This design comes from an exercise in tuning for small area on the open sky130 flow, not from production work. Only simulation tests tie the RTL to the original design; equivalence was not proved. Power is estimated from default activity; no workload was simulated.

--- flow/design.v ---
module	LevelToPulse(
			 Clock,
			 Reset,
			 Level,
			 Pulse 
	);
	input					Clock;	 
	input					Reset;	 
	input					Level;
	output	 reg			Pulse;
	parameter INICIAL = 2'd00, INTERMEDIARIO = 2'd01, FINAL = 2'd11;
	reg [1:0] state , proxState;
	always @(posedge Clock or negedge  Reset) begin
		if(!Reset) begin
			state <= INICIAL;
		end
		else state <= proxState;
	end
	always @(*) begin
		case(state)
		INICIAL:begin
			Pulse <= 0;
			if(Level == 0)begin
				proxState <= INTERMEDIARIO ;
			end
			else proxState <= INICIAL;
		end
		INTERMEDIARIO:begin
				Pulse <= 1;
				proxState <= FINAL;
		end
		FINAL:begin
			Pulse <= 1;
			if(Level == 1)begin
				proxState <= INICIAL ;
			end
			else proxState <= FINAL ;
		end
		default:begin
			Pulse <= 0;
			proxState <= INICIAL;
		end
		endcase
	end
endmodule  
module fsm_genius(
  input reset,
  input clock,
  input btn0,
  input btn1,
  input btn2,
  input btn3,
  input timerPronto,
  input colorPronto,
  input [1:0] colorSeq,
  output reg [3:0] code,
  output reg [6:0] codeScr,
  output reg [6:0] codeAux,
  output reg [3:0] color,
  output reg geraSeq,
  output reg startTimer,
  output reg velA,
  output reg velB
);
  localparam OFF=4'd0, MENU=4'd1, DIF1=4'd2, DIF2=4'd3, DIF3=4'd4, VEL1=4'd5,
             VEL2=4'd6, MODE1=4'd7, MODE2=4'd8, GEN=4'd9, EXIBE=4'd10,
             ERROU=4'd11, ACERTOU=4'd12, GERA=4'd13, RESP=4'd14, GANHOU=4'd15;
  reg [3:0] state, next_state;
  reg [5:0] qtd_cores;    
  reg [6:0] indSeq;       
  reg stateTimer, stateColor;
  reg btn0on, btn1on, btn2on, btn3on;
  reg modo1, modo2;
  reg m16, m32;
  wire n0 = btn0 & ~btn0on;
  wire n1 = btn1 & ~btn1on;
  wire n2 = btn2 & ~btn2on;
  wire n3 = btn3 & ~btn3on;
  wire newp = n0 | n1 | n2 | n3;
  wire [1:0] k = {~n3 & ~n2, ~n3 & (n2 | ~n1)};
  wire sOFF = state == OFF, sMENU = state == MENU;
  wire sDIF1 = state == DIF1, sDIF2 = state == DIF2, sDIF3 = state == DIF3;
  wire sVEL1 = state == VEL1, sVEL2 = state == VEL2;
  wire sMODE1 = state == MODE1, sMODE2 = state == MODE2;
  wire sGEN = state == GEN, sEXIBE = state == EXIBE, sERROU = state == ERROU;
  wire sACERTOU = state == ACERTOU, sGERA = state == GERA, sRESP = state == RESP;
  wire sGANHOU = state == GANHOU;
  wire sMenuSel = sDIF1 | sDIF2 | sDIF3 | sVEL1 | sVEL2 | sMODE1 | sMODE2;
  wire [1:0] qt = qtd_cores[5:4];
  wire [3:0] qo = qtd_cores[3:0];
  wire [2:0] it = indSeq[6:4];
  wire [3:0] io = indSeq[3:0];
  wire we = reset & ((sGEN & colorPronto) | (sGERA & newp));
  wire [1:0] wd = sGEN ? colorSeq : k;
  reg [1:0] seq [0:31];
  wire [1:0] grp [0:3];
  genvar g;
  generate
    for (g = 0; g < 32; g = g + 1) begin : entry
      localparam [1:0] T = g / 10;
      localparam [3:0] O = g % 10;
      wire hit = (qt == T) & ((O >= 8) ? (qo[3] & (qo[0] == O[0])) : (~qo[3] & (qo[2:0] == O[2:0])));
      always @(posedge clock) if (we & hit) seq[g] <= wd;
    end
    for (g = 0; g < 3; g = g + 1) begin : tens
      wire [1:0] lo = io[2] ? (io[1] ? (io[0] ? seq[g*10+7] : seq[g*10+6]) : (io[0] ? seq[g*10+5] : seq[g*10+4]))
                            : (io[1] ? (io[0] ? seq[g*10+3] : seq[g*10+2]) : (io[0] ? seq[g*10+1] : seq[g*10+0]));
      assign grp[g] = io[3] ? (io[0] ? seq[g*10+9] : seq[g*10+8]) : lo;
    end
  endgenerate
  assign grp[3] = io[0] ? seq[31] : seq[30];
  wire [1:0] rd = it[1] ? (it[0] ? grp[3] : grp[2]) : (it[0] ? grp[1] : grp[0]);
  wire match = (rd == k);
  wire [6:0] i1 = (it == 3'd6 && io == 4'd3) ? 7'd0 :
                  (io == 4'd9) ? {it + 3'd1, 4'd0} : {it, io + 4'd1};
  wire iwrap = (i1 == {1'b0, qtd_cores});
  wire iless = (i1 < {1'b0, qtd_cores});
  wire [5:0] q1 = (qo == 4'd9) ? {qt + 2'd1, 4'd0} : {qt, qo + 4'd1};
  wire [5:0] max_cor = m32 ? 6'h32 : (m16 ? 6'h16 : 6'h08);
  wire qless = (qtd_cores < max_cor);
  wire qfull = (qtd_cores == max_cor);
  wire gen_step = sGEN & ~colorPronto & stateColor;
  wire add_step = gen_step | (sGERA & newp);
  wire ex_step = sEXIBE & ~timerPronto & stateTimer;
  wire ok_step = sRESP & newp & match;
  wire [5:0] q_new = ~add_step ? qtd_cores : (qless ? q1 : (qfull ? 6'd0 : qtd_cores));
  wire [6:0] scr_new;
  scr_value scrv (.X({velB, q_new}), .Y(scr_new));
  always @(posedge clock) begin
    if (!reset) state <= OFF;
    else state <= next_state;
  end
  always @(posedge clock) begin
    if (!reset) begin
      next_state <= OFF;
      code <= 4'd0;
      codeScr <= 7'd0;
      codeAux <= 7'd0;
      color <= 4'b0000;
      stateTimer <= 1'b0;
      stateColor <= 1'b0;
      geraSeq <= 1'b0;
      startTimer <= 1'b0;
      btn0on <= 1'b0;
      btn1on <= 1'b0;
      btn2on <= 1'b0;
      btn3on <= 1'b0;
    end else begin
      case (state)
        OFF: next_state <= btn0 ? MENU : OFF;
        MENU: next_state <= DIF1;
        DIF1: if (n1) next_state <= VEL1; else if (n0) next_state <= DIF2;
        DIF2: if (n1) next_state <= VEL1; else if (n0) next_state <= DIF3;
        DIF3: if (n1) next_state <= VEL1; else if (n0) next_state <= DIF1;
        VEL1: if (n1) next_state <= MODE1; else if (n0) next_state <= VEL2;
        VEL2: if (n1) next_state <= MODE1; else if (n0) next_state <= VEL1;
        MODE1: if (n1) next_state <= GEN; else if (n0) next_state <= MODE2;
        MODE2: if (n1) next_state <= GERA; else if (n0) next_state <= MODE1;
        GEN: if (colorPronto) next_state <= GEN;
             else if (stateColor) begin
               if (qless) next_state <= EXIBE;
               else if (qfull) next_state <= GANHOU;
             end
        EXIBE: if (ex_step) begin
                 if (iless) next_state <= EXIBE;
                 else if (iwrap) next_state <= RESP;
               end
        RESP: if (newp) begin
                if (~match) next_state <= ERROU;
                else if (iless) next_state <= RESP;
                else if (iwrap) next_state <= ACERTOU;
              end
        ACERTOU: if (timerPronto) begin
                   if (modo1) next_state <= GEN;
                   if (modo2) next_state <= GERA;
                 end
        ERROU: if (n1) next_state <= OFF; else if (n0) next_state <= GEN;
        GANHOU: if (n1) next_state <= OFF;
                else if (n0) begin
                  if (modo1) next_state <= GEN;
                  if (modo2) next_state <= GERA;
                end
        GERA: if (newp) begin
                if (qless) next_state <= EXIBE;
                else if (qfull) next_state <= GANHOU;
              end
      endcase
      case (state)
        OFF: code <= 4'd0;
        DIF1: code <= 4'd1;
        DIF2: code <= 4'd2;
        DIF3: code <= 4'd3;
        VEL1: code <= 4'd4;
        VEL2: code <= 4'd5;
        MODE1: code <= 4'd6;
        MODE2: code <= 4'd7;
        EXIBE: code <= timerPronto ? 4'd13 : 4'd12;
        RESP: code <= 4'd11;
        ACERTOU: if (timerPronto) code <= 4'd9;
        ERROU, GANHOU: code <= 4'd14;
        GERA: code <= 4'd10;
        default: ;
      endcase
      if (sOFF) color <= 4'b0101;
      else if (sEXIBE) begin
        if (timerPronto) color <= {1'b0, rd == 2'd2, rd[0], rd[1] ~^ rd[0]};
        else if (stateTimer) begin
          if (iwrap) color <= 4'b0110;
        end else color <= 4'b1111;
      end else if ((sRESP | sGERA) & newp) begin
        if (ok_step & iwrap) color <= 4'b1111;
        else color <= {1'b0, k == 2'd2, k[0], k[1] ~^ k[0]};
      end
      if (sEXIBE) stateTimer <= timerPronto;
      if (sGEN) begin
        stateColor <= colorPronto;
        geraSeq <= ~colorPronto & ~stateColor;
      end
      if (sEXIBE & ~timerPronto) startTimer <= ~stateTimer;
      if (sACERTOU) startTimer <= ~timerPronto;
      if (sMENU) btn0on <= 1'b1;
      if (sMenuSel | sERROU | sGANHOU) begin
        btn0on <= btn0;
        btn1on <= btn1;
      end
      if (sRESP | sGERA) begin
        btn0on <= newp | (btn0 & btn0on);
        btn1on <= newp | (btn1 & btn1on);
        btn2on <= newp | (btn2 & btn2on);
        btn3on <= newp | (btn3 & btn3on);
      end
      if (sOFF) codeAux <= 7'd0;
      else if (sRESP) codeAux <= ok_step ? (iwrap ? 7'd0 : i1) : indSeq;
      else if (sERROU) codeAux <= 7'h33;
      else if (sGANHOU) codeAux <= 7'h34;
      if (sOFF) codeScr <= 7'd0;
      else if (sGEN | sGERA) codeScr <= scr_new;
    end
  end
  always @(posedge clock) begin
    if (sOFF | sVEL1 | sVEL2) begin
      velA <= sVEL1;
      velB <= sVEL2;
    end
    if (sOFF | sMODE1 | sMODE2) begin
      modo1 <= sMODE1;
      modo2 <= sMODE2;
    end
    if (sDIF1 | sDIF2 | sDIF3) begin
      m16 <= sDIF2;
      m32 <= sDIF3;
    end
    if (sOFF | ((sERROU | sGANHOU) & (n0 | n1)))
      qtd_cores <= 6'd0;
    else if (add_step)
      qtd_cores <= q_new;
    if (sOFF | (sERROU & n0)) indSeq <= 7'd0;
    else if (ex_step | ok_step) indSeq <= iwrap ? 7'd0 : i1;
  end
endmodule
module RandColor(
  input  clk,
  input  reset,
  input  enable,
  output [1:0] code,
  output reg colorPronto
);
reg [4:0] d;
reg [2:0] signal;
assign code = {signal[2] | (signal[1] & signal[0]), signal[1]};
wire [4:0] dn;
assign dn[4] = d[4]^d[1];
assign dn[3] = d[3]^d[0];
assign dn[2] = d[2]^dn[4];
assign dn[1] = d[1]^dn[3];
assign dn[0] = d[0]^dn[2];
always @(posedge clk) begin
  if (~reset) begin
    d <= 5'd0;
    signal <= 3'b000;
    colorPronto <= 0;
  end else if (~enable) begin
    d <= d + {2'b00, signal} + 5'd12;
    colorPronto <= 0;
  end else begin
    case ({dn[3], dn[1]})
      2'b00: signal <= 3'b001;
      2'b01: signal <= 3'b010;
      2'b10: signal <= 3'b100;
      2'b11: signal <= 3'b011;
    endcase
    colorPronto <= 1;
    d <= dn;
  end
end
endmodule
module counter1second (
	input clock,
	input reset,
	input velA,
	input velB,
	input enable,
	output reg saida
);
	reg [5:0] value;
	always @(posedge clock) begin
		if (!reset) begin
			value <= 6'd0;
			saida <= 1'b0;
		end else begin
			value <= enable ? (value + 1'b1) : 6'd0;
			if (velA) saida <= value[4];
			if (velB) saida <= value[5];
		end
	end
endmodule
module dec7seg(input [3:0] X, output [6:0] segment0, output [6:0] segment1, output [6:0] segment2, output [6:0] segment3);
  assign segment0[0] = (~X[1] & ~X[2] & ~X[3]) | (~X[0] & ~X[2] & X[3]) | (X[0] & X[2] & X[3]) | (X[1] & X[2] & ~X[3]) | (~X[0] & ~X[1] & ~X[3]);
  assign segment0[1] = (~X[0] & ~X[1] & ~X[2]) | (X[1] & X[2]) | (X[0] & ~X[1] & X[3]);
  assign segment0[2] = (X[0] & X[2]) | (X[0] & X[1] & X[3]) | (X[1] & X[2]) | (~X[0] & ~X[2] & ~X[3]);
  assign segment0[3] = (~X[1] & ~X[2] & ~X[3]) | (X[1] & X[2]) | (X[1] & X[3]) | (X[0] & X[2] & X[3]) | (~X[0] & ~X[1] & ~X[3]);
  assign segment0[4] = (~X[0] & ~X[2] & X[3]) | (~X[1] & ~X[2]) | (X[0] & X[1] & ~X[3]) | (~X[0] & X[2] & ~X[3]) | (X[0] & X[2] & X[3]);
  assign segment0[5] = (~X[3]) | (~X[0] & ~X[2]) | (X[0] & X[2]);
  assign segment0[6] = (~X[1] & ~X[2] & ~X[3]) | (X[1] & X[2]) | (X[0] & X[2] & X[3]) | (~X[0] & ~X[1] & ~X[3]) | (~X[0] & X[1] & X[3]);
  assign segment1[0] = (~X[0] & X[2] & ~X[3]) | (X[0] & ~X[1] & X[2]) | (~X[0] & X[1] & X[2]);
  assign segment1[1] = (~X[2]) | (X[0] & ~X[1]) | (~X[0] & X[1]) | (~X[1] & ~X[3]);
  assign segment1[2] = (~X[3]) | (X[0] & X[2]);
  assign segment1[3] = (~X[2] & ~X[3]) | (X[1] & X[2]) | (X[0] & X[2] & X[3]);
  assign segment1[4] = (X[0] & X[3]) | (~X[0] & X[1] & X[2] & ~X[3]);
  assign segment1[5] = (X[0] & X[2] & X[3]) | (~X[0] & X[1] & X[2]);
  assign segment1[6] = (~X[0] & X[2] & ~X[3]) | (X[0] & ~X[1] & X[2]);
  assign segment2[0] = (X[0] & ~X[2] & ~X[3]) | (X[0] & ~X[1] & X[3]) | (~X[0] & X[1] & X[3]) | (X[1] & ~X[2] & ~X[3]) | (X[0] & X[1] & ~X[3]);
  assign segment2[1] = (X[0] & X[1] & X[3]) | (~X[0] & ~X[1] & ~X[3]) | (X[0] & ~X[1] & X[2]) | (~X[0] & X[1] & X[2]);
  assign segment2[2] = (~X[0] & X[2] & ~X[3]) | (X[0] & X[1] & X[3]) | (X[0] & ~X[1] & X[2]) | (~X[0] & ~X[1] & ~X[3]);
  assign segment2[3] = (~X[2] & ~X[3]) | (~X[0] & ~X[2]) | (X[0] & X[2] & X[3]);
  assign segment2[4] = (X[0] & ~X[2] & ~X[3]) | (X[0] & X[2] & X[3]) | (~X[0] & X[1] & ~X[2]);
  assign segment2[5] = (X[0] & ~X[2] & ~X[3]) | (X[0] & X[2] & X[3]) | (~X[0] & X[1] & ~X[2]) | (X[1] & X[2] & X[3]);
  assign segment2[6] = (X[1] & ~X[3]) | (X[0] & ~X[1] & ~X[2]) | (~X[0] & X[1] & ~X[2]) | (X[0] & X[2] & X[3]);
  assign segment3[0] = (X[1] & ~X[2]) | (~X[1] & X[2] & ~X[3]) | (X[0] & ~X[2] & ~X[3]) | (X[0] & ~X[1] & X[2]);
  assign segment3[1] = (X[0] & X[3]) | (X[1] & X[2] & X[3]);
  assign segment3[2] = (X[1] & X[2]) | (X[0] & X[1] & X[3]) | (X[0] & X[2] & X[3]);
  assign segment3[3] = (X[0] & X[1] & X[3]) | (X[0] & X[2] & X[3]) | (X[1] & X[2] & ~X[3]);
  assign segment3[4] = (X[0] & ~X[1] & X[3]);
  assign segment3[5] = (X[0] & ~X[2] & ~X[3]) | (X[1] & ~X[2]) | (X[0] & X[2] & X[3]);
  assign segment3[6] = (X[1] & X[2] & X[3]) | (~X[0] & ~X[1] & ~X[3]) | (X[0] & ~X[1] & X[2]);
endmodule
module scr_value(input [6:0] X, output [6:0] Y);
  assign Y[0] = (X[0] & X[6]);
  assign Y[1] = (~X[0] & X[1] & ~X[2]) | (X[1] & X[6]) | (~X[0] & ~X[1] & X[2] & ~X[6]) | (X[0] & X[1] & X[2]) | (X[0] & X[3] & ~X[6]);
  assign Y[2] = (X[0] & X[1] & ~X[2] & ~X[6]) | (~X[0] & ~X[1] & X[2]) | (X[2] & X[6]) | (X[3] & ~X[6]);
  assign Y[3] = (~X[0] & ~X[1] & ~X[2] & ~X[3] & X[5] & ~X[6]) | (X[0] & ~X[1] & X[2] & ~X[6]) | (X[3] & X[6]) | (~X[0] & ~X[1] & ~X[2] & ~X[3] & X[4] & ~X[6]);
  assign Y[4] = (~X[0] & ~X[1] & ~X[2] & ~X[6]) | (X[1] & X[2] & ~X[6]) | (X[3] & ~X[6]) | (X[4] & X[6]);
  assign Y[5] = (~X[0] & ~X[1] & ~X[2] & ~X[3] & ~X[4] & ~X[6]) | (X[0] & X[4] & ~X[6]) | (X[5] & X[6]) | (X[1] & X[4] & ~X[6]) | (X[3] & X[4] & ~X[6]) | (X[2] & X[4] & ~X[6]);
  assign Y[6] = (~X[0] & ~X[1] & ~X[2] & ~X[3] & ~X[4] & ~X[5] & ~X[6]) | (X[0] & X[5] & ~X[6]) | (X[1] & X[5] & ~X[6]) | (X[3] & X[5] & ~X[6]) | (X[4] & X[5] & ~X[6]) | (X[2] & X[5] & ~X[6]);
endmodule
module dec7segScr(input [6:0] X, output [6:0] segment5, output [6:0] segment4);
  assign segment5[0] = (~X[4] & ~X[5] & X[6]) | (X[4] & X[5] & X[6]) | (X[0] & X[4] & ~X[5]) | (X[3] & X[4] & ~X[5] & ~X[6]) | (X[1] & X[4] & ~X[5] & ~X[6]) | (X[2] & X[4] & ~X[5] & ~X[6]);
  assign segment5[1] = (X[5] & X[6]) | (X[4] & X[6]);
  assign segment5[2] = (~X[4] & X[5] & ~X[6]) | (X[4] & X[5] & X[6]);
  assign segment5[3] = (~X[4] & ~X[5] & X[6]) | (X[4] & X[5] & X[6]) | (X[0] & X[4] & ~X[5]) | (X[3] & X[4] & ~X[5] & ~X[6]) | (X[1] & X[4] & ~X[5] & ~X[6]) | (X[2] & X[4] & ~X[5] & ~X[6]);
  assign segment5[4] = (~X[5] & X[6]) | (X[4] & X[5]) | (X[0] & X[4]) | (X[3] & X[4]) | (X[1] & X[4]) | (X[2] & X[4]);
  assign segment5[5] = (X[0] & X[4]) | (X[1] & X[4] & ~X[6]) | (X[5] & ~X[6]) | (X[4] & X[5]) | (X[3] & X[4] & ~X[6]) | (X[2] & X[4] & ~X[6]);
  assign segment5[6] = (~X[5] & ~X[6]) | (X[4] & X[5] & X[6]);
  assign segment4[0] = (X[0] & ~X[1] & ~X[2] & ~X[3]) | (~X[0] & ~X[1] & X[2]) | (X[4] & X[5] & X[6]);
  assign segment4[1] = (X[0] & ~X[1] & X[2]) | (~X[0] & X[1] & X[2]) | (X[4] & X[5] & X[6]);
  assign segment4[2] = (~X[0] & X[1] & ~X[2]) | (X[4] & X[5] & X[6]);
  assign segment4[3] = (X[0] & ~X[1] & ~X[2] & ~X[3]) | (~X[0] & ~X[1] & X[2]) | (X[4] & X[5] & X[6]) | (X[0] & X[1] & X[2]);
  assign segment4[4] = (X[0]) | (~X[1] & X[2]) | (X[4] & X[5] & X[6]);
  assign segment4[5] = (X[0] & ~X[2] & ~X[3]) | (X[1] & ~X[2]) | (X[4] & X[5] & X[6]) | (X[0] & X[1]);
  assign segment4[6] = (~X[1] & ~X[2] & ~X[3]) | (X[0] & X[1] & X[2]);
endmodule
module dec7segAux(input [6:0] X, output [6:0] segment7, output [6:0] segment6);
  assign segment7[0] = (X[0] & X[4] & ~X[5]) | (X[1] & X[4] & ~X[5]) | (X[2] & X[4] & ~X[5]) | (X[3] & X[4]) | (X[6]) | (X[0] & X[2] & X[4]) | (X[1] & X[2] & X[4]);
  assign segment7[1] = (X[6]) | (X[0] & X[1] & X[4] & X[5]) | (X[2] & X[4] & X[5]) | (X[3] & X[4] & X[5]);
  assign segment7[2] = (~X[4] & X[5]) | (X[0] & X[1] & X[5]) | (X[0] & X[2] & X[5]) | (X[1] & X[2] & X[5]) | (X[3] & X[5]) | (X[6]);
  assign segment7[3] = (X[0] & X[4] & ~X[5]) | (X[1] & X[4] & ~X[5]) | (X[2] & X[4] & ~X[5]) | (X[3] & X[4]) | (X[6]) | (X[0] & X[2] & X[4]) | (X[1] & X[2] & X[4]);
  assign segment7[4] = (X[2] & X[4]) | (X[3] & X[4]) | (X[6]) | (X[0] & X[4] & ~X[5]) | (~X[0] & X[4] & X[5]) | (X[1] & X[4] & ~X[5]) | (~X[1] & X[4] & X[5]);
  assign segment7[5] = (X[2] & X[4] & ~X[5]) | (X[3] & X[4]) | (~X[4] & X[5]) | (X[6]) | (~X[0] & X[1] & X[4]) | (X[0] & ~X[1] & X[4]) | (X[0] & X[4] & ~X[5]) | (X[0] & X[2] & X[5]) | (~X[0] & ~X[2] & X[5]);
  assign segment7[6] = (~X[5]) | (X[6]) | (X[0] & X[2] & X[4]) | (X[3] & X[4]) | (X[1] & X[2] & X[4]);
  assign segment6[0] = (X[0] & ~X[1] & ~X[2] & ~X[3]) | (~X[0] & ~X[1] & X[2] & ~X[5]) | (~X[0] & ~X[1] & X[2] & ~X[4]) | (X[0] & X[4] & X[5]) | (X[1] & X[2] & X[4] & X[5]) | (X[3] & X[4] & X[5]) | (X[6]);
  assign segment6[1] = (X[0] & ~X[1] & X[2]) | (~X[0] & X[1] & X[2]) | (X[0] & X[1] & X[4] & X[5]) | (X[2] & X[4] & X[5]) | (X[3] & X[4] & X[5]) | (X[6]);
  assign segment6[2] = (~X[0] & X[1] & ~X[2]) | (X[1] & X[4] & X[5]) | (X[0] & X[2] & X[4] & X[5]) | (X[3] & X[4] & X[5]) | (X[6]);
  assign segment6[3] = (X[0] & ~X[1] & ~X[2] & ~X[3]) | (X[0] & X[1] & X[2]) | (~X[0] & ~X[1] & X[2] & ~X[5]) | (~X[0] & ~X[1] & X[2] & ~X[4]) | (X[0] & X[4] & X[5]) | (X[1] & X[2] & X[4] & X[5]) | (X[6]) | (X[3] & X[4] & X[5]);
  assign segment6[4] = (~X[1] & X[2]) | (X[0] & ~X[5]) | (X[0] & ~X[4]) | (X[6]) | (X[0] & ~X[1]) | (X[3] & X[4] & X[5]) | (X[2] & X[4] & X[5]);
  assign segment6[5] = (X[0] & ~X[2] & ~X[3]) | (X[1] & ~X[2]) | (X[0] & X[1]) | (X[6]) | (X[3] & X[4] & X[5]) | (X[0] & X[4] & X[5]) | (X[1] & X[4] & X[5]);
  assign segment6[6] = (~X[1] & ~X[2] & ~X[3]) | (X[0] & X[1] & X[2]) | (X[1] & X[2] & X[4] & X[5]) | (X[6]) | (X[3] & X[4] & X[5]) | (X[0] & ~X[1] & X[4] & X[5]);
endmodule
module genius_top
	(
		input CLOCK_50,
		input RESET_N,
		input [3:0] KEY,
		output [7:0] LEDG,
		output [3:0] COLOR,
		output [6:0] HEX0,
		output [6:0] HEX1,
		output [6:0] HEX2,
		output [6:0] HEX3,
		output [6:0] HEX4,
		output [6:0] HEX5,
		output [6:0] HEX6,
		output [6:0] HEX7
	);
	wire btn0, btn1, btn2, btn3;
	wire timerPronto, colorPronto, pulseSeq, setTimerOn, velA, velB;
	wire [1:0] signalRand;
	wire [3:0] code;
	wire [6:0] codeScr;
	wire [6:0] codeAux;
	LevelToPulse LockEnterPulse0 (.Clock(CLOCK_50), .Reset(RESET_N), .Level(KEY[0]), .Pulse(btn0));
	LevelToPulse LockEnterPulse1 (.Clock(CLOCK_50), .Reset(RESET_N), .Level(KEY[1]), .Pulse(btn1));
	LevelToPulse LockEnterPulse2 (.Clock(CLOCK_50), .Reset(RESET_N), .Level(KEY[2]), .Pulse(btn2));
	LevelToPulse LockEnterPulse3 (.Clock(CLOCK_50), .Reset(RESET_N), .Level(KEY[3]), .Pulse(btn3));
	fsm_genius FSM (
		.reset(RESET_N), .clock(CLOCK_50),
		.btn0(btn0), .btn1(btn1), .btn2(btn2), .btn3(btn3),
		.timerPronto(timerPronto), .colorPronto(colorPronto), .colorSeq(signalRand),
		.code(code), .codeScr(codeScr), .codeAux(codeAux),
		.color(COLOR), .geraSeq(pulseSeq), .startTimer(setTimerOn), .velA(velA), .velB(velB));
	assign LEDG = {btn3, btn3, btn2, btn2, btn1, btn1, btn0, btn0};
	RandColor rand_gen (.clk(CLOCK_50), .reset(RESET_N), .enable(pulseSeq), .code(signalRand), .colorPronto(colorPronto));
	counter1second contador (.clock(CLOCK_50), .reset(RESET_N), .velA(velA), .velB(velB), .enable(setTimerOn), .saida(timerPronto));
	dec7seg dec7segDisplay (.X(code), .segment0(HEX0), .segment1(HEX1), .segment2(HEX2), .segment3(HEX3));
	dec7segScr dec7segScrDisplay (.X(codeScr), .segment5(HEX5), .segment4(HEX4));
	dec7segAux dec7segScrDisplayAux (.X(codeAux), .segment7(HEX7), .segment6(HEX6));
endmodule
--- flow/run.sh ---
#!/bin/bash
# synth_recipe.tcl (not shown) runs the flow's synth.tcl, then flattens the netlist and writes it again
# the make line also repeats each setting of config.mk as NAME=value (left out here)
make -C /OpenROAD-flow-scripts/flow DESIGN_CONFIG=/design/flow/config.mk WORK_HOME=/design/flow/orfs CLKGATE_MAP_FILE= SYNTH_SCRIPT=/design/flow/synth_recipe.tcl finish
--- flow/config.mk ---
export PLATFORM = sky130hd
export DESIGN_NAME = genius_top
export DESIGN_NICKNAME = genius_top
export VERILOG_FILES = /design/flow/design.v
export SDC_FILE = /design/flow/constraint.sdc
export NUM_CORES = 4
export LEC_CHECK = 0
export ABC_AREA = 1
export CAP_MARGIN = 20
export CORE_MARGIN = 2
export CORE_UTILIZATION = 40
export CTS_BUF_LIST = sky130_fd_sc_hd__clkbuf_8
export SLEW_MARGIN = 20
--- flow/constraint.sdc ---
create_clock -name core_clock -period 10.0 [get_ports {CLOCK_50}]
set_input_delay 2.0000 -clock core_clock [delete_from_list [all_inputs] [get_ports {CLOCK_50}]]
set_output_delay 2.0000 -clock core_clock [all_outputs]
set_load 0.01 [all_outputs]
==> results of run 1 <==
==> cells in the final DEF, fill, tap and decap left out, types with 6 or more instances in the layout <==
cell             Yosys  routed
a21oi_1             79      79
a31oi_1              6       6
clkbuf_8             0      17
clkdlybuf4s50_1      0      73
dfrtp_1              8       8
dfxtp_1             67      67
edfxtp_1            70      70
ha_1                31      31
inv_1              138     138
inv_2               11      11
inv_6                0       6
nand2_1            307     307
nand2_2             10      10
nand3_1             73      73
nand4_1             19      19
nor2_1             133     133
nor2_2               6       6
nor3_1               8       8
o21ai_0             68      66
o21ai_1             15      15
==> final cells by class <==
| class | count | area share (%) |
|---|---|---|
| Timing Repair Buffer | 77 | 7.69 |
| Tap cell | 275 | 3.48 |
| Inverter | 153 | 5.86 |
| Sequential cell | 145 | 36.8 |
| Clock inverter | 14 | 1.48 |
| Clock buffer | 17 | 2.37 |
| Multi-Input combinational cell | 825 | 42.3 |
==> cells by family (layout without fill, tap and decap cells) <==
| logic type | count (synthesis) | count (layout) | share of synthesized area [%] |
|---|---|---|---|
| XOR/XNOR | 9 | 9 | 0.909 |
| AND/OR/NAND/NOR | 576 | 576 | 28.8 |
| AO/OA/AOI/OAI | 208 | 208 | 13.7 |
| adder cells (fa/ha/maj) | 32 | 32 | 4.70 |
| flip-flops | 145 | 145 | 42.0 |
| buffers and inverters | 200 | 261 | 9.84 |
==> path summary, 6_finish.rpt <==
| path | start | to | cells past startpoint |
|---|---|---|---|
| worst max-delay path | FSM.code[3]$_SDFFE_PN0P_ | HEX0[6] | 7 |
| worst min-delay path | LockEnterPulse0.state[1]$_DFF_PN0_ | LockEnterPulse0.state[0]$_DFF_PN0_ | 1 |
| worst max register to register | FSM.indSeq[1]$_SDFFE_PP0P_ | FSM.next_state[0]$_SDFFE_PN0P_ | 19 |
| worst min register to register | LockEnterPulse0.state[1]$_DFF_PN0_ | LockEnterPulse0.state[0]$_DFF_PN0_ | 1 |
| max in group asynchronous | RESET_N | LockEnterPulse1.state[0]$_DFF_PN0_ | 2 |
| min in group asynchronous | RESET_N | LockEnterPulse2.state[0]$_DFF_PN0_ | 2 |
==> power by group through the flow <==
stage | Sequential (W) | Clock (W) | Combinational [W]
floorplan | 0.000720 | 0 | 0.000199
global placement | 0.000735 | 0 | 0.000287
detailed placement | 0.000735 | 0 | 0.000288
CTS | 0.000721 | 0.000469 | 0.000290
global route | 0.000725 | 0.000495 | 0.000319
finish | 0.000721 | 0.000459 | 0.000289
==> flip-flops by register name (all words and copies together) (netlist names), 2 cells and up <==
name / count
FSM.seq: 64
FSM.codeAux: 7
FSM.codeScr: 7
FSM.indSeq: 7
FSM.qtd_cores: 6
contador.value: 6
rand_gen.d: 5
FSM.code: 4
FSM.color: 4
FSM.next_state: 4
FSM.state: 4
rand_gen.signal: 3
LockEnterPulse0.state: 2
LockEnterPulse1.state: 2
LockEnterPulse2.state: 2
LockEnterPulse3.state: 2
==> metal layers <==
metal / routed length (um) / vias up
li1: - / 3948
met1: 10200 / 3584
met5: 0 / -
met2: 10400 / 239
met3: 1230 / 30
met4: 363 / 0
==> per-stage QoR <==
| step | instances | util, % | hold slack, ns |
|---|---|---|---|
| floorplan | 1170 | - | 0.418 |
| global placement | 1475 | 45.0 | 0.438 |
| detailed placement | 1475 | 45.0 | 0.445 |
| CTS | 1506 | 46.7 | 0.457 |
| global route | 1506 | 46.7 | 0.467 |
| finish | 1506 | 46.7 | 0.456 |
==> critical path: cells and delay by family, from the launching register on <==
family,cells,cell delay [ns]
AOI/OAI and AO/OA,2,0.28
DFF,1,0.55
and+or+nand+nor,2,0.39
buffers and inverters,3,0.81
==> impl_metrics.env, run 1 <==
export IMPL_synth_edf_count=70
export IMPL_yosysWarningCount=6
export IMPL_cp_end_kind="output port"
export IMPL_io_pins=74
export IMPL_start_util_pct=41.0
export IMPL_fin_nets=1257
export IMPL_p_int_w=0.000998
export IMPL_drt_iter0_markers=560
export IMPL_yosys_top_cells_area="edfxtp_1 (24%), dfxtp_1 (15%), nand2_1 (13%)"
export IMPL_crit_required_ns=8.00
export IMPL_final_area_um2=9890
export IMPL_die_w_um=151
export IMPL_synth_top_cell_by_area="edfxtp_1"
export IMPL_layout_setup_ws_ns=5.51
export IMPL_cts_tree="done"
export IMPL_multi_input_area_um2=4180
export IMPL_dieArea_um2=22900
export IMPL_met2_usage_pct=32.4
export IMPL_status="timing/DRC/antenna clean"
export IMPL_place_congestion=0.892
export IMPL_power_density_nw_per_um2=149
export IMPL_rsz0062_at_grt="false"
export IMPL_fin_total_pwr_w=0.00147
export IMPL_antenna_found_initial=0
export IMPL_setup_viol=0
export IMPL_synth_commonest_cells="nand2_1 (307), inv_1 (138), nor2_1 (133)"
export IMPL_drive_above_1_share_pct=6.66
export IMPL_syn_avg_cell_area_um2=7.41
export IMPL_path_clk_slew_ns=0.09
export IMPL_clkLatencyLatePin_ns=0.47
export IMPL_areaGrowthSynthToFinish_pct=14.1
export IMPL_track_usage_pct=19.8
export IMPL_syn_inst=1170
export IMPL_worst_setup_path_type="reg2out"
export IMPL_grtUsageMet3_pct=3.43
export IMPL_power_switching_w=0.000471
export IMPL_slew_headroom_pct=50.3
export IMPL_cts_setup_buffers=0
export IMPL_period_minus_slack_ns=4.49
export IMPL_fp_row_count=53
export IMPL_grt_max_degree=39
export IMPL_critPathLaunchType="flip-flop"
export IMPL_max_freq_ghz=0.223
export IMPL_synth_top_area_share_pct=24.2
export IMPL_pwr_share_seq_pct=49.1
export IMPL_cp_max_fo=11
export IMPL_critPathMaxStageDelay_ns=0.62
export IMPL_dp_hpwl_mm=16.2
export IMPL_synthesis_nets=1208
export IMPL_register_area_um2=3640
export IMPL_cts_buffer_depth=2
export IMPL_cp_data_arrival_time_ns=2.49
export IMPL_fin_worst_skew_ns=0.0133
export IMPL_firstDrtPassIters=5
export IMPL_netSwitchingFraction_pct=32.1
export IMPL_p_leak_nw=4.35
export IMPL_place_area_um2=9510
export IMPL_vias=7801
export IMPL_drt_wl_total_mm=22.2
export IMPL_dp_slack_ns=5.24
export IMPL_use_met1_pct=26.8
export IMPL_core_area_um2=21200
export IMPL_globalRoute_busiestLayer="met2"
export IMPL_grt_ovfl_total=0
export IMPL_clkSinkCount=145
export IMPL_peakVddDrop_v=0.000114
export IMPL_fin_crit_sh_pct=44.9
export IMPL_ys_async_sr_fraction_pct=5.52
export IMPL_syn_area_um2=8670
export IMPL_setup_tns_ns=0
export IMPL_synth_cell_types=56
export IMPL_slew_violations=0
export IMPL_drtAntennaViolNets=0
export IMPL_ys_flop_type="edfxtp_1"
export IMPL_hold_class="reg2reg"
export IMPL_diodes=0
export IMPL_critPathSlowestCell="clkdlybuf4s50_1"
export IMPL_drc=0
export IMPL_fillers=2110
export IMPL_rrSetupSlack_ns=6.60
export IMPL_ys_ff_latch=145
export IMPL_hold_buffers=0
export IMPL_grt_pass1_vias=7105
export IMPL_detail_route_wl_per_cell_um=14.7
export IMPL_cp_cell_sequence="nand2_1 -> inv_1 -> nand2_1 -> o211ai_1 -> inv_1 -> o311ai_0 -> clkdlybuf4s50_1"
export IMPL_htree_levels=4
export IMPL_cts_resized=0
export IMPL_grt_pass1_wl_mm=35.4
export IMPL_viasPerCell=5.18
export IMPL_die_h_um=151
export IMPL_cts_buffers=17
export IMPL_yosys_cell_count_top_type="nand2_1"
export IMPL_combinationalPowerShare_pct=19.7
export IMPL_port_buffers=73
export IMPL_cap_violations=0
export IMPL_clock_root_buffer="clkbuf_8"
export IMPL_hold_viol=0
export IMPL_worstMarginPinSlew_ns=0.743
export IMPL_clkPwrFrac_pct=31.2
export IMPL_seq_area_frac_synth_pct=42.0
==> run 2: changes to the inputs <==
--- a/flow/config.mk
+++ b/flow/config.mk
@@ -10,4 +10,3 @@
 export CORE_MARGIN = 2
 export CORE_UTILIZATION = 40
-export CTS_BUF_LIST = sky130_fd_sc_hd__clkbuf_8
 export SLEW_MARGIN = 20
==> run 2 against run 1 <==
Total power grew 11%. Sequential cell count is the same. Combinational power is essentially flat. Largest cell class unchanged.
==> impl_metrics.env, run 2 <==
export IMPL_critPathSlowestCell="clkdlybuf4s50_1"
export IMPL_yosysWarningCount=6
export IMPL_timing_hold_worst_endpoint="contador.value[0]$_SDFF_PN0_"
export IMPL_syn_area_um2=8670
export IMPL_synth_cell_types=56
export IMPL_hold_viol=0
export IMPL_grt_max_degree=39
export IMPL_ys_async_sr_fraction_pct=5.52
export IMPL_fin_total_pwr_w=0.00164
export IMPL_register_area_um2=3640
export IMPL_start_util_pct=41.0
export IMPL_r2r_cells=19
export IMPL_pwr_share_seq_pct=44.1
export IMPL_crit_required_ns=8.00
export IMPL_cp_cell_sequence="nand2_1 -> inv_1 -> nand2_1 -> o211ai_1 -> inv_1 -> o311ai_0 -> clkdlybuf4s50_1"
export IMPL_antenna_found_initial=0
export IMPL_synth_edf_count=70
export IMPL_clock_root_buffer="clkbuf_16"
export IMPL_status="timing/DRC/antenna clean"
export IMPL_period_minus_slack_ns=4.45
export IMPL_drt_iter0_markers=537
export IMPL_fp_row_count=53
export IMPL_hold_buffers=0
export IMPL_drc=0
export IMPL_power_switching_w=0.000491
export IMPL_largest_register_ffs=64
export IMPL_viasPerCell=5.19
export IMPL_max_freq_ghz=0.225
export IMPL_cts_tree="done"
export IMPL_setup_viol=0
export IMPL_clkPwrFrac_pct=38.2
export IMPL_rrSetupSlack_ns=6.56
export IMPL_die_h_um=151
export IMPL_synth_top_area_share_pct=24.2
export IMPL_htree_levels=4
export IMPL_areaGrowthSynthToFinish_pct=16.3
export IMPL_fin_crit_sh_pct=44.5
export IMPL_syn_inst=1170
export IMPL_grt_ovfl_total=0
export IMPL_peakVddDrop_v=0.000129
export IMPL_final_common_cell="nand2_1"
export IMPL_cts_buffer_depth=2
export IMPL_slew_headroom_pct=49.1
export IMPL_vias=7810
export IMPL_worstMarginPinSlew_ns=0.761
export IMPL_drt_wl_total_mm=22.3
export IMPL_detail_route_wl_per_cell_um=14.8
export IMPL_netSwitchingFraction_pct=30.0
export IMPL_final_cell_mix="nand2_1 (307), inv_1 (138), nor2_1 (133), a21oi_1 (79)"
export IMPL_setup_tns_ns=0
export IMPL_core_area_um2=21200
export IMPL_combinationalPowerShare_pct=17.7
export IMPL_clkSinkCount=145
export IMPL_synthesis_nets=1208
export IMPL_r2r_start="FSM.indSeq[1]$_SDFFE_PP0P_"
export IMPL_synth_top_cell_by_area="edfxtp_1"
export IMPL_cts_setup_buffers=0
export IMPL_grt_pass1_wl_mm=35.5
export IMPL_die_w_um=151
export IMPL_dp_hpwl_mm=16.2
export IMPL_stdcell_count=1506
export IMPL_worst_setup_path_type="reg2out"
export IMPL_rsz0062_at_grt="false"
export IMPL_io_pins=74
export IMPL_cp_data_arrival_time_ns=2.45
export IMPL_power_density_nw_per_um2=162
export IMPL_cts_buffers=17
export IMPL_ys_flop_type="edfxtp_1"
export IMPL_p_int_w=0.00114
export IMPL_synth_commonest_cells="nand2_1 (307), inv_1 (138), nor2_1 (133)"
export IMPL_grt_pass1_vias=7121
export IMPL_hold_class="reg2reg"
export IMPL_cp_max_fo=11
export IMPL_clkLatencyLatePin_ns=0.43
export IMPL_p_leak_nw=4.44
export IMPL_diodes=0
export IMPL_whs_path_depth=1
export IMPL_multi_input_area_um2=4180
export IMPL_fin_nets=1257
export IMPL_yosys_top_cells_area="edfxtp_1 (24%), dfxtp_1 (15%), nand2_1 (13%)"
export IMPL_hp_start="contador.value[0]$_SDFF_PN0_"
export IMPL_drtAntennaViolNets=0
export IMPL_dieArea_um2=22900
export IMPL_cap_violations=0
export IMPL_place_congestion=0.892
export IMPL_yosys_cell_count_top_type="nand2_1"
export IMPL_fin_worst_skew_ns=0.00987
export IMPL_ys_ff_latch=145
export IMPL_fillers=2073
export IMPL_path_clk_slew_ns=0.06
export IMPL_dp_cells=1475
export IMPL_critPathMaxStageDelay_ns=0.62
export IMPL_port_buffers=73
export IMPL_cp_end_kind="output port"
export IMPL_track_usage_pct=19.9
export IMPL_drive_above_1_share_pct=6.66
export IMPL_largest_register="FSM.seq"
export IMPL_reg2reg_to="FSM.next_state[0]$_SDFFE_PN0P_"
export IMPL_firstDrtPassIters=5
export IMPL_cts_resized=0
export IMPL_slew_violations=0
export IMPL_critPathLaunchType="flip-flop"
export IMPL_seq_area_frac_synth_pct=42.0
export IMPL_syn_avg_cell_area_um2=7.41
-- run 2: cell counts after synthesis --
Identical to the previous run, type by type.
-- run 2: area by class of cell --
| cell class | instances | area share [%] |
|---|---|---|
| clock inverters | 14 | 1.45 |
| multi-input cells | 825 | 41.5 |
| repair buffers | 77 | 7.55 |
| well taps | 275 | 3.41 |
| inverters | 153 | 5.75 |
| flip-flops and latches | 145 | 36.1 |
| clock buffers | 17 | 4.22 |
-- run 2: power groups by stage --
| stage | logic (W) | registers [W] | clock network, W |
|---|---|---|---|
| floorplan | 0.000199 | 0.000720 | 0 |
| global placement | 0.000287 | 0.000735 | 0 |
| detailed placement | 0.000288 | 0.000735 | 0 |
| CTS | 0.000290 | 0.000722 | 0.000635 |
| global route | 0.000319 | 0.000726 | 0.000663 |
| finish | 0.000289 | 0.000722 | 0.000625 |
-- run 2: per-stage QoR --
stage | hold slack, ns | setup slack, ns | area, um2 | utilization (%)
6_report | 0.452 | 5.55 | 10100 | 47.7
5_1_grt | 0.462 | 5.36 | 10100 | 47.7
4_1_cts | 0.454 | 5.58 | 10100 | 47.7
3_5_place_dp | 0.445 | 5.24 | 9510 | 45.0
3_3_place_gp | 0.438 | 5.29 | 9510 | 45.0
2_1_floorplan | 0.418 | 6.61 | 8670 | -
-- run 2: logic make-up after synthesis --
family,Yosys count,synth area share (%)
compound gates,208,13.7
xor+xnor,9,0.909
fa+ha+maj,32,4.70
buf+inv,200,9.84
flops,145,42.0
simple gates,576,28.8
-- run 2: how the worst max path moves through the flow --
stage                                      from                       end  slack [ns]  depth (start not counted)
floorplan           FSM.codeScr[5]$_SDFFE_PP0P_                   HEX4[3]        6.61                          4
global placement                        RESET_N  FSM.seq[14][0]$_DFFE_PP_        5.29                          6
detailed placement                      RESET_N  FSM.seq[12][1]$_DFFE_PP_        5.24                          6
CTS                    FSM.code[3]$_SDFFE_PN0P_                   HEX0[6]        5.58                          7
global route           FSM.code[3]$_SDFFE_PN0P_                   HEX0[6]        5.36                          7
finish                 FSM.code[3]$_SDFFE_PN0P_                   HEX0[6]        5.55                          7
-- run 2: critical path, delay by kind of cell (launching register included) --
family | cells | cell delay, ns
AO/OA/AOI/OAI | 2 | 0.28
AND/OR/NAND/NOR | 2 | 0.39
buffers and inverters | 3 | 0.80
flip-flops | 1 | 0.54
-- run 2: metal layers --
metal	track usage, %	wire length [um]	part of all wire (%)	vias to the layer above
met5	0	0	0	-
met4	6.36	348	1.6	0
met3	3.25	1280	5.8	31
met2	32.5	10500	47	237
met1	27.0	10200	46	3595
li1	-	-	-	3947
==> run 3: changes to the inputs <==
--- a/flow/design.v
+++ b/flow/design.v
@@ -1,47 +1,15 @@
-module	LevelToPulse(
-			 Clock,
-			 Reset,
-			 Level,
-			 Pulse 
-	);
-	input					Clock;	 
-	input					Reset;	 
-	input					Level;
-	output	 reg			Pulse;
-	parameter INICIAL = 2'd00, INTERMEDIARIO = 2'd01, FINAL = 2'd11;
-	reg [1:0] state , proxState;
-	always @(posedge Clock or negedge  Reset) begin
-		if(!Reset) begin
-			state <= INICIAL;
-		end
-		else state <= proxState;
-	end
-	always @(*) begin
-		case(state)
-		INICIAL:begin
-			Pulse <= 0;
-			if(Level == 0)begin
-				proxState <= INTERMEDIARIO ;
-			end
-			else proxState <= INICIAL;
-		end
-		INTERMEDIARIO:begin
-				Pulse <= 1;
-				proxState <= FINAL;
-		end
-		FINAL:begin
-			Pulse <= 1;
-			if(Level == 1)begin
-				proxState <= INICIAL ;
-			end
-			else proxState <= FINAL ;
-		end
-		default:begin
-			Pulse <= 0;
-			proxState <= INICIAL;
-		end
-		endcase
+module LevelToPulse(
+	input Clock,
+	input Reset,
+	input Level,
+	output Pulse
+);
+	reg [1:0] state;
+	assign Pulse = state[0];
+	always @(posedge Clock or negedge Reset) begin
+		if (!Reset) state <= 2'b00;
+		else state <= {state[0] & ~(state[1] & Level), ~Level | (state[0] & ~state[1])};
 	end
-endmodule  
+endmodule
 module fsm_genius(
   input reset,
@@ -263,10 +231,9 @@
   input  reset,
   input  enable,
-  output [1:0] code,
+  output reg [1:0] code,
   output reg colorPronto
 );
 reg [4:0] d;
-reg [2:0] signal;
-assign code = {signal[2] | (signal[1] & signal[0]), signal[1]};
+reg v;
 wire [4:0] dn;
 assign dn[4] = d[4]^d[1];
@@ -275,8 +242,9 @@
 assign dn[1] = d[1]^dn[3];
 assign dn[0] = d[0]^dn[2];
+wire [2:0] signal = {3{v}} & {code == 2'd2, code[0], code[1] ~^ code[0]};
 always @(posedge clk) begin
   if (~reset) begin
     d <= 5'd0;
-    signal <= 3'b000;
+    v <= 1'b0;
     colorPronto <= 0;
   end else if (~enable) begin
@@ -284,10 +252,6 @@
     colorPronto <= 0;
   end else begin
-    case ({dn[3], dn[1]})
-      2'b00: signal <= 3'b001;
-      2'b01: signal <= 3'b010;
-      2'b10: signal <= 3'b100;
-      2'b11: signal <= 3'b011;
-    endcase
+    code <= {dn[3], dn[1]};
+    v <= 1'b1;
     colorPronto <= 1;
     d <= dn;
==> flow/flow/run.sh (new file) <==
#!/bin/bash
# Own layout flow: the standard flow's synthesis (synth_recipe.tcl) with adders left to ABC
# (no full/half-adder cells) and an area-oriented ABC script, then the standard flow's
# standard layout (standard.sh) with 1x port buffers and a clock tree of
# smaller buffers without dummy loads.
# Logs: synth_make.log and standard.log here, each step's log in orfs/logs.
set -euo pipefail
W=$PWD
export MY_ABC_SCRIPT=$W/flow/abc_area.script
export FLOW_SYNTH_TCL=$W/synth_recipe.tcl
export BUFFER_PORTS_ARGS="-buffer_cell sky130_fd_sc_hd__buf_1"
export CTS_ARGS="-sink_clustering_enable -repair_clock_nets -dont_use_dummy_load -buf_list {sky130_fd_sc_hd__clkbuf_4 sky130_fd_sc_hd__clkbuf_8}"
make -C "$FLOW_HOME" DESIGN_CONFIG=$W/config.mk WORK_HOME=$W/orfs CLKGATE_MAP_FILE= ADDER_MAP_FILE= SYNTH_SCRIPT=$W/flow/synth.tcl synth > synth_make.log 2>&1
bash standard.sh > standard.log 2>&1
==> flow/flow/abc_area.script (new file) <==
strash
&get -n
&fraig -x
&put
scorr
dc2
balance
rewrite
refactor
balance
rewrite
rewrite -z
balance
refactor -z
rewrite -z
balance
strash
&get -n
&dch -f
&nf -R 1000 -p
&put
==> flow/flow/synth.tcl (new file) <==
proc abc {args} {
  set i [lsearch -exact $args -script]
  if { $i >= 0 } { lset args [expr {$i + 1}] $::env(MY_ABC_SCRIPT) }
  set j [lsearch -exact $args -D]
  if { $j >= 0 } { set args [lreplace $args $j [expr {$j + 1}]] }
  yosys abc {*}$args
}
source $::env(FLOW_SYNTH_TCL)
==> flow/standard.sh (new file) <==
#!/bin/bash
# synth_recipe.tcl (not shown) runs the flow's synth.tcl, then flattens the netlist and writes it again
# the make line also repeats each setting of config.mk as NAME=value (left out here)
make -C /OpenROAD-flow-scripts/flow DESIGN_CONFIG=/design/flow/config.mk WORK_HOME=/design/flow/orfs CLKGATE_MAP_FILE= SYNTH_SCRIPT=/design/flow/synth_recipe.tcl "${@:-finish}"
--- a/flow/config.mk
+++ b/flow/config.mk
@@ -6,5 +6,4 @@
 export NUM_CORES = 4
 export LEC_CHECK = 0
-export ABC_AREA = 1
 export CAP_MARGIN = 20
 export CORE_MARGIN = 2
removed: flow/run.sh
==> run 3 against run 2 <==
Total power down 35%. Synthesized cell count decreased by 28%. Global-route usage is 0.42 points lower. Clock-buffer cell count unchanged. Register-to-register slack worse by 0.50 ns. Via count decreased by 15%. Sequential cell count stayed put. Worst setup slack improved by 0.33 ns. Die area shrank 13%. Combinational power fell by 75%. Critical path depth is 1 lower. First-iteration DRC count shrank 0.37%.
==> impl_metrics.env, run 3 <==
export IMPL_status="timing/DRC/antenna clean"
export IMPL_grt_pass1_wl_mm=30.6
export IMPL_cts_resized=0
export IMPL_dp_cells=1145
export IMPL_place_area_um2=8080
export IMPL_yosys_cell_count_top_type="nor2_1"
export IMPL_cp_data_arrival_time_ns=2.12
export IMPL_vias=6652
export IMPL_final_cell_mix="nor2_1 (135), nand2_1 (102), edfxtp_1 (72), o21ai_0 (72), buf_1 (72)"
export IMPL_syn_area_um2=7540
export IMPL_seq_area_frac_synth_pct=48.6
export IMPL_drc=0
export IMPL_synth_edf_count=72
export IMPL_rrSetupSlack_ns=6.06
export IMPL_fin_worst_skew_ns=0.0275
export IMPL_ys_async_sr_fraction_pct=5.52
export IMPL_cts_setup_buffers=0
export IMPL_largest_register="FSM.seq"
export IMPL_clock_root_buffer="clkbuf_8"
export IMPL_cp_end_kind="output port"
export IMPL_synth_cell_types=56
export IMPL_grt_pass1_vias=5961
export IMPL_yosys_top_cells_area="edfxtp_1 (29%), dfxtp_1 (17%), nor2_1 (6.7%)"
export IMPL_period_minus_slack_ns=4.12
export IMPL_fin_crit_sh_pct=41.2
export IMPL_synth_top_area_share_pct=28.7
export IMPL_final_common_cell="nor2_1"
export IMPL_drive_above_1_share_pct=3.77
export IMPL_ys_ff_latch=145
export IMPL_clkLatencyLatePin_ns=0.46
export IMPL_core_area_um2=18600
export IMPL_path_clk_slew_ns=0.06
export IMPL_synth_top_cell_by_area="edfxtp_1"
export IMPL_drt_wl_total_mm=19.3
export IMPL_antenna_found_initial=0
export IMPL_final_area_um2=8320
export IMPL_crit_required_ns=8.00
export IMPL_clkSinkCount=145
export IMPL_dp_hpwl_mm=13.7
export IMPL_cts_buffer_depth=2
export IMPL_fin_total_pwr_w=0.00106
export IMPL_io_pins=74
export IMPL_ys_flop_type="edfxtp_1"
export IMPL_peakVddDrop_v=0.0000857
export IMPL_synth_commonest_cells="nor2_1 (135), nand2_1 (102), o21ai_0 (74)"
export IMPL_slew_headroom_pct=35.8
export IMPL_stdcell_count=1162
export IMPL_synthesis_nets=849
export IMPL_hold_class="reg2reg"
export IMPL_r2r_cells=14
export IMPL_dieArea_um2=20000
export IMPL_yosysWarningCount=5
export IMPL_syn_avg_cell_area_um2=8.95
export IMPL_hold_buffers=0
export IMPL_firstDrtPassIters=7
export IMPL_drtAntennaViolNets=0
export IMPL_grt_max_degree=40
export IMPL_detail_route_wl_per_cell_um=16.6
export IMPL_cp_max_fo=14
export IMPL_areaGrowthSynthToFinish_pct=10.2
export IMPL_worstMarginPinSlew_ns=0.962
export IMPL_worst_setup_path_type="reg2out"
export IMPL_setup_viol=0
export IMPL_crit_end="HEX0[6]"
export IMPL_cap_violations=0
export IMPL_port_buffers=73
export IMPL_fin_nets=936
export IMPL_fp_row_count=50
export IMPL_p_leak_nw=2.80
export IMPL_reg2reg_to="FSM.codeScr[6]$_SDFFE_PP0P_"
export IMPL_cp_startpoint="FSM.code[2]$_SDFFE_PN0P_"
export IMPL_setup_tns_ns=0
export IMPL_slew_violations=0
export IMPL_track_usage_pct=19.5
export IMPL_cts_buffers=17
export IMPL_power_density_nw_per_um2=127
export IMPL_die_w_um=141
export IMPL_place_congestion=0.917
export IMPL_viasPerCell=5.72
export IMPL_largest_register_ffs=64
export IMPL_cts_tree="done"
export IMPL_r2r_start="FSM.state[1]$_SDFF_PN0_"
export IMPL_grt_ovfl_total=0
export IMPL_max_freq_ghz=0.243
export IMPL_critPathLaunchType="flip-flop"
export IMPL_drt_iter0_markers=535
export IMPL_rsz0062_at_grt="false"
export IMPL_syn_inst=843
export IMPL_start_util_pct=40.6
export IMPL_die_h_um=141
export IMPL_hold_viol=0
export IMPL_diodes=0
export IMPL_htree_levels=4
## run 3: cell types whose count changed in the layout (fill, tap and decap cells not counted), sizes merged, moves of 31 or more
cell | before | now
ha | 31 | 0
nand3 | 77 | 33
buf | 4 | 77
clkdlybuf4s50 | 73 | 0
nand2 | 319 | 102
inv | 161 | 0
## run 3: cell type report
cell class              count  area, um2
clock buffers              17        234
fillers                  1843      10300
repair buffers             78        313
well taps                 234        293
inverters                  24       90.1
flip-flops and latches    145       3660
multi-input cells         664       3720
## run 3: critical path: stages, from the launching register on
cell and delay [ns]:
dfxtp_1 0.60, nor2b_1 0.34, a21oi_1 0.10, a21oi_1 0.24, and2_0 0.17, o21ai_0 0.08, buf_1 0.15
## run 3: worst min path at each step
stage	startpoint	slack, ns	endpoint	cells past startpoint
floorplan	LockEnterPulse1.state[1]$_DFF_PN0_	0.41	LockEnterPulse1.state[1]$_DFF_PN0_	1
global route	LockEnterPulse3.state[1]$_DFF_PN0_	0.46	LockEnterPulse3.state[0]$_DFF_PN0_	1
CTS	LockEnterPulse1.state[1]$_DFF_PN0_	0.44	LockEnterPulse1.state[1]$_DFF_PN0_	1
detailed placement	LockEnterPulse1.state[1]$_DFF_PN0_	0.43	LockEnterPulse1.state[1]$_DFF_PN0_	1
global placement	LockEnterPulse1.state[1]$_DFF_PN0_	0.43	LockEnterPulse1.state[1]$_DFF_PN0_	1
finish	LockEnterPulse1.state[1]$_DFF_PN0_	0.44	LockEnterPulse1.state[1]$_DFF_PN0_	1
## run 3: power by group
part | switching [W] | leakage [nW] | internal (W)
combinational | 0.0000486 | 1.39 | 0.0000239
clock | 0.000186 | 0.122 | 0.000149
sequential | 0.0000132 | 1.29 | 0.000638
total | 0.000248 | 2.80 | 0.000811
## run 3: logic make-up (layout without fill, tap and decap cells)
group / after synthesis / in the layout / synth area share [%]
AOI/OAI and AO/OA: 244 / 244 / 19.9
xor gates and xnor gates: 19 / 19 / 2.21
buffers and inverters: 34 / 119 / 2.19
DFF: 145 / 145 / 48.6
muxes: 16 / 16 / 3.83
and+or+nand+nor: 385 / 385 / 23.3
## run 3: through the flow
stage / hold WS, ns / setup WS (ns) / util, %
6_report: 0.437 / 5.88 / 44.8
3_5_place_dp: 0.431 / 6.07 / 43.5
5_1_grt: 0.457 / 5.66 / 44.8
4_1_cts: 0.439 / 5.90 / 44.8
3_3_place_gp: 0.425 / 6.11 / 43.5
2_1_floorplan: 0.414 / 6.51 / -
## run 3: layer usage
metal	share of wire (%)	track usage, %	vias up	routed length [um]
li1	-	-	3257	-
met1	46	27.7	3140	8930
met2	46	30.2	228	8870
met3	6.1	3.58	27	1170
met4	1.5	6.26	0	290
met5	0	0	-	0
==> run 4: changes to the inputs <==
==> flow/flow/run.sh (replaced) <==
#!/bin/bash
# Own layout flow: the standard flow's synthesis with an area-oriented ABC script, then
# the standard layout (standard.sh) with 1x port buffers and a clock tree
# of smaller buffers without dummy loads.
# Logs: synth_make.log and standard.log here, each step's log in orfs/logs.
set -euo pipefail
W=$PWD
export MY_ABC_SCRIPT=$W/flow/abc_area.script
export FLOW_SYNTH_TCL=$W/synth_recipe.tcl
export BUFFER_PORTS_ARGS="-buffer_cell sky130_fd_sc_hd__buf_1"
export CTS_ARGS="-sink_clustering_enable -repair_clock_nets -dont_use_dummy_load -buf_list sky130_fd_sc_hd__clkbuf_8"
make -C "$FLOW_HOME" DESIGN_CONFIG=$W/config.mk WORK_HOME=$W/orfs CLKGATE_MAP_FILE= SYNTH_SCRIPT=$W/flow/synth.tcl synth > synth_make.log 2>&1
bash standard.sh > standard.log 2>&1
==> run 4 against run 3 <==
Total power grew 5.8%. Synthesized area grew 2.6%. Routed wire length shrank 1.1%. Die area grew 2.5%. Clock skew shrank 0.0041 ns. Combinational power grew 63%. Global-route usage shrank 0.16 points. Register-to-register slack lost 0.31 ns. Via count shrank 2.6%. Non-clock buffer count is the same. Largest power group unchanged.
==> impl_metrics.env, run 4 <==
export IMPL_io_pins=74
export IMPL_critPathMaxStageDelay_ns=0.59
export IMPL_setup_viol=0
export IMPL_timing_hold_worst_endpoint="LockEnterPulse0.state[1]$_DFF_PN0_"
export IMPL_htree_levels=4
export IMPL_drtAntennaViolNets=0
export IMPL_dp_cells=1160
export IMPL_worst_setup_path_type="reg2reg"
export IMPL_peakVddDrop_v=0.0000947
export IMPL_cap_violations=0
export IMPL_synth_cell_types=54
export IMPL_dp_hpwl_mm=14.1
export IMPL_detail_route_wl_per_cell_um=16.2
export IMPL_rsz0062_at_grt="false"
export IMPL_synth_edf_count=72
export IMPL_grt_pass1_wl_mm=30.8
export IMPL_period_minus_slack_ns=4.25
export IMPL_worstMarginPinSlew_ns=1.12
export IMPL_slew_headroom_pct=24.2
export IMPL_ys_ff_latch=145
export IMPL_drt_wl_total_mm=19.0
export IMPL_core_area_um2=18800
export IMPL_place_area_um2=8310
export IMPL_die_w_um=143
export IMPL_port_buffers=73
export IMPL_yosys_cell_count_top_type="nor2_1"
export IMPL_largest_register_ffs=64
export IMPL_final_common_cell="nor2_1"
export IMPL_path_clk_slew_ns=0.07
export IMPL_diodes=0
export IMPL_grt_pass1_vias=6016
export IMPL_track_usage_pct=19.3
export IMPL_netSwitchingFraction_pct=25.4
export IMPL_drive_above_1_share_pct=3.82
export IMPL_stdcell_count=1177
export IMPL_worst_path_most_repeated_cell="a221oi_1"
export IMPL_drt_iter0_markers=626
export IMPL_cp_max_fo=22
export IMPL_synth_top_area_share_pct=27.9
export IMPL_synth_top_cell_by_area="edfxtp_1"
export IMPL_syn_avg_cell_area_um2=9.30
export IMPL_wl_met1_mm=9.04
export IMPL_cts_buffer_depth=2
export IMPL_fin_worst_skew_ns=0.0235
export IMPL_p_leak_nw=2.97
export IMPL_largest_register="FSM.seq"
export IMPL_areaGrowthSynthToFinish_pct=10.3
export IMPL_ys_async_sr_fraction_pct=5.52
export IMPL_yosysWarningCount=5
export IMPL_r2r_cells=12
export IMPL_grt_max_degree=33
export IMPL_cts_tree="done"
export IMPL_cts_setup_buffers=0
export IMPL_start_util_pct=41.1
export IMPL_yosys_top_cells_area="edfxtp_1 (28%), dfxtp_1 (17%), nor2_1 (5.4%)"
export IMPL_met2WireLength_mm=8.73
export IMPL_hold_buffers=0
export IMPL_status="timing/DRC/antenna clean"
export IMPL_clkLatencyLatePin_ns=0.45
export IMPL_clkSinkCount=145
export IMPL_fin_crit_sh_pct=42.5
export IMPL_crit_buf_inv=2
export IMPL_path_delay_family="simple AND/OR/NAND/NOR gates"
export IMPL_cp_end_kind="flip-flop"
export IMPL_crit_required_ns=10.33
export IMPL_syn_area_um2=7740
export IMPL_wl_met3_mm=1.07
export IMPL_seq_area_frac_synth_pct=47.3
export IMPL_viasPerCell=5.50
export IMPL_max_freq_ghz=0.235
export IMPL_cp_data_arrival_time_ns=4.58
export IMPL_hp_start="LockEnterPulse0.state[1]$_DFF_PN0_"
export IMPL_hold_class="reg2reg"
export IMPL_critPathSlowestCell="nor2_1"
export IMPL_reg2reg_to="FSM.color[0]$_SDFFE_PN0P_"
export IMPL_slew_violations=0
export IMPL_synthesis_nets=870
export IMPL_hold_viol=0
export IMPL_vias=6478
export IMPL_critPathLaunchType="flip-flop"
export IMPL_grt_ovfl_total=0
export IMPL_top_layer="met4"
export IMPL_rrSetupSlack_ns=5.75
export IMPL_power_switching_w=0.000284
export IMPL_synth_commonest_cells="nor2_1 (112), nand2_1 (102), o21ai_0 (78)"
export IMPL_final_area_um2=8540
export IMPL_setup_tns_ns=0
export IMPL_dieArea_um2=20500
export IMPL_place_congestion=0.856
export IMPL_cts_buffers=17
export IMPL_p_int_w=0.000837
export IMPL_pwr_share_seq_pct=59.5
export IMPL_final_cell_mix="nor2_1 (112), nand2_1 (102), o21ai_0 (77), buf_1 (73), edfxtp_1 (72)"
export IMPL_die_h_um=143
export IMPL_cts_resized=0
export IMPL_fin_nets=957
export IMPL_final_util_pct=45.4
export IMPL_r2r_start="FSM.indSeq[0]$_SDFFE_PP0P_"
export IMPL_cp_cell_sequence="buf_4 -> mux4_2 -> a221oi_1 -> a221oi_1 -> a21oi_1 -> xor2_1 -> or3_1 -> nor2_1 -> nand2_1 -> clkinv_1 -> o21ai_0 -> a311oi_1"
export IMPL_clkPwrFrac_pct=29.9
export IMPL_antenna_found_initial=0
export IMPL_whs_path_depth=1
export IMPL_syn_inst=832
export IMPL_drc=0
export IMPL_fillers=1868
export IMPL_firstDrtPassIters=5
export IMPL_combinationalPowerShare_pct=10.5
export IMPL_ys_flop_type="edfxtp_1"
export IMPL_clock_root_buffer="clkbuf_8"
export IMPL_fin_total_pwr_w=0.00112
export IMPL_power_density_nw_per_um2=131
export IMPL_fp_row_count=50
-- run 4: cell count changes in the layout (fill, tap and decap cells not counted), sizes merged, moves of 6 or more --
cell,delta
ha,+31
nor2,-23
nand3,-15
clkinv,+12
a21oi,-11
nor3,+11
a31oi,+8
o22ai,-8
a211oi,+6
a21boi,-6
-- run 4: cells by family after synthesis --
family / share of synthesized area [%]
flops: 47.3
compound gates: 17.4
simple gates: 20.8
fa+ha+maj: 5.27
xor+xnor: 1.70
buf+inv: 2.72
mux: 4.74
-- run 4: stage by stage --
stage                     hold WS [ns]  worst slack, ns
final                            0.437             5.75
after global routing             0.468             5.37
after CTS                        0.439             5.74
after detailed placement         0.430             5.76
after global placement           0.424             5.80
after floorplan                  0.413             6.00
-- run 4: routing by layer --
| layer | vias up | GRT usage (%) |
|---|---|---|
| met5 | - | 0 |
| met4 | 0 | 5.00 |
| met3 | 18 | 4.26 |
| met2 | 177 | 30.2 |
| met1 | 3064 | 27.2 |
| li1 | 3219 | - |
-- run 4: how the worst max path moves through the flow --
stage / startpoint / endpoint / cells past startpoint
3_3_place_gp: RESET_N / FSM.seq[1][0]$_DFFE_PP_ / 6
2_1_floorplan: FSM.indSeq[0]$_SDFFE_PP0P_ / FSM.indSeq[2]$_SDFFE_PP0P_ / 9
5_1_grt: FSM.indSeq[0]$_SDFFE_PP0P_ / FSM.color[0]$_SDFFE_PN0P_ / 12
4_1_cts: FSM.indSeq[0]$_SDFFE_PP0P_ / FSM.color[0]$_SDFFE_PN0P_ / 12
6_report: FSM.indSeq[0]$_SDFFE_PP0P_ / FSM.color[0]$_SDFFE_PN0P_ / 12
3_5_place_dp: RESET_N / FSM.seq[7][0]$_DFFE_PP_ / 6
-- run 4: layout make-up --
type / instances / area (um2) / area share, %
inverter: 36 / 135 / 1.58
tap: 260 / 325 / 3.81
multi-input combinational: 641 / 3870 / 45.3
timing repair buffer: 78 / 312 / 3.65
sequential: 145 / 3660 / 42.9
clock buffer: 17 / 234 / 2.74
-- run 4: power groups by stage --
stage	clock, W	combinational [W]	sequential, W
floorplan	0	0.0000842	0.000674
global placement	0	0.000116	0.000680
detailed placement	0	0.000117	0.000680
CTS	0.000347	0.000117	0.000667
global route	0.000366	0.000134	0.000671
finish	0.000335	0.000118	0.000667

==> what the ideal ports hide <==
The flow's constraints put no driver on any port. The routed layouts listed below were extracted and timed again, unchanged, in two steps.
Step 1 sets driving cells, clkbuf_16 on the clock port and buf_2 on the other inputs (assumed; they add their load-dependent delay and slew).
Step 2 also shifts input and output timing later by t, the mid clock arrival at the registers, as if the neighbouring blocks saw the same clock.
Three values: ideal, step 1, step 2; two values: the first two.
| run | shift t [ns] | setup WS [ns] | cell pins on the clock port's net |
|---|---|---|---|
| run 1 | 0.511 | 5.509 / 5.464 / 5.263 | 1 |
| run 2 | 0.475 | 5.552 / 5.504 / 5.264 | 1 |
| run 3 | 0.489 | 5.881 / 5.841 / 6.059 | 1 |
| run 4 | 0.472 | 5.752 / 5.752 / 5.698 | 1 |
After both steps setup and hold are still met in every run listed. The setup slack of run 2, which loses most, moves by -0.048 ns with the drivers and by -0.288 ns with both steps.
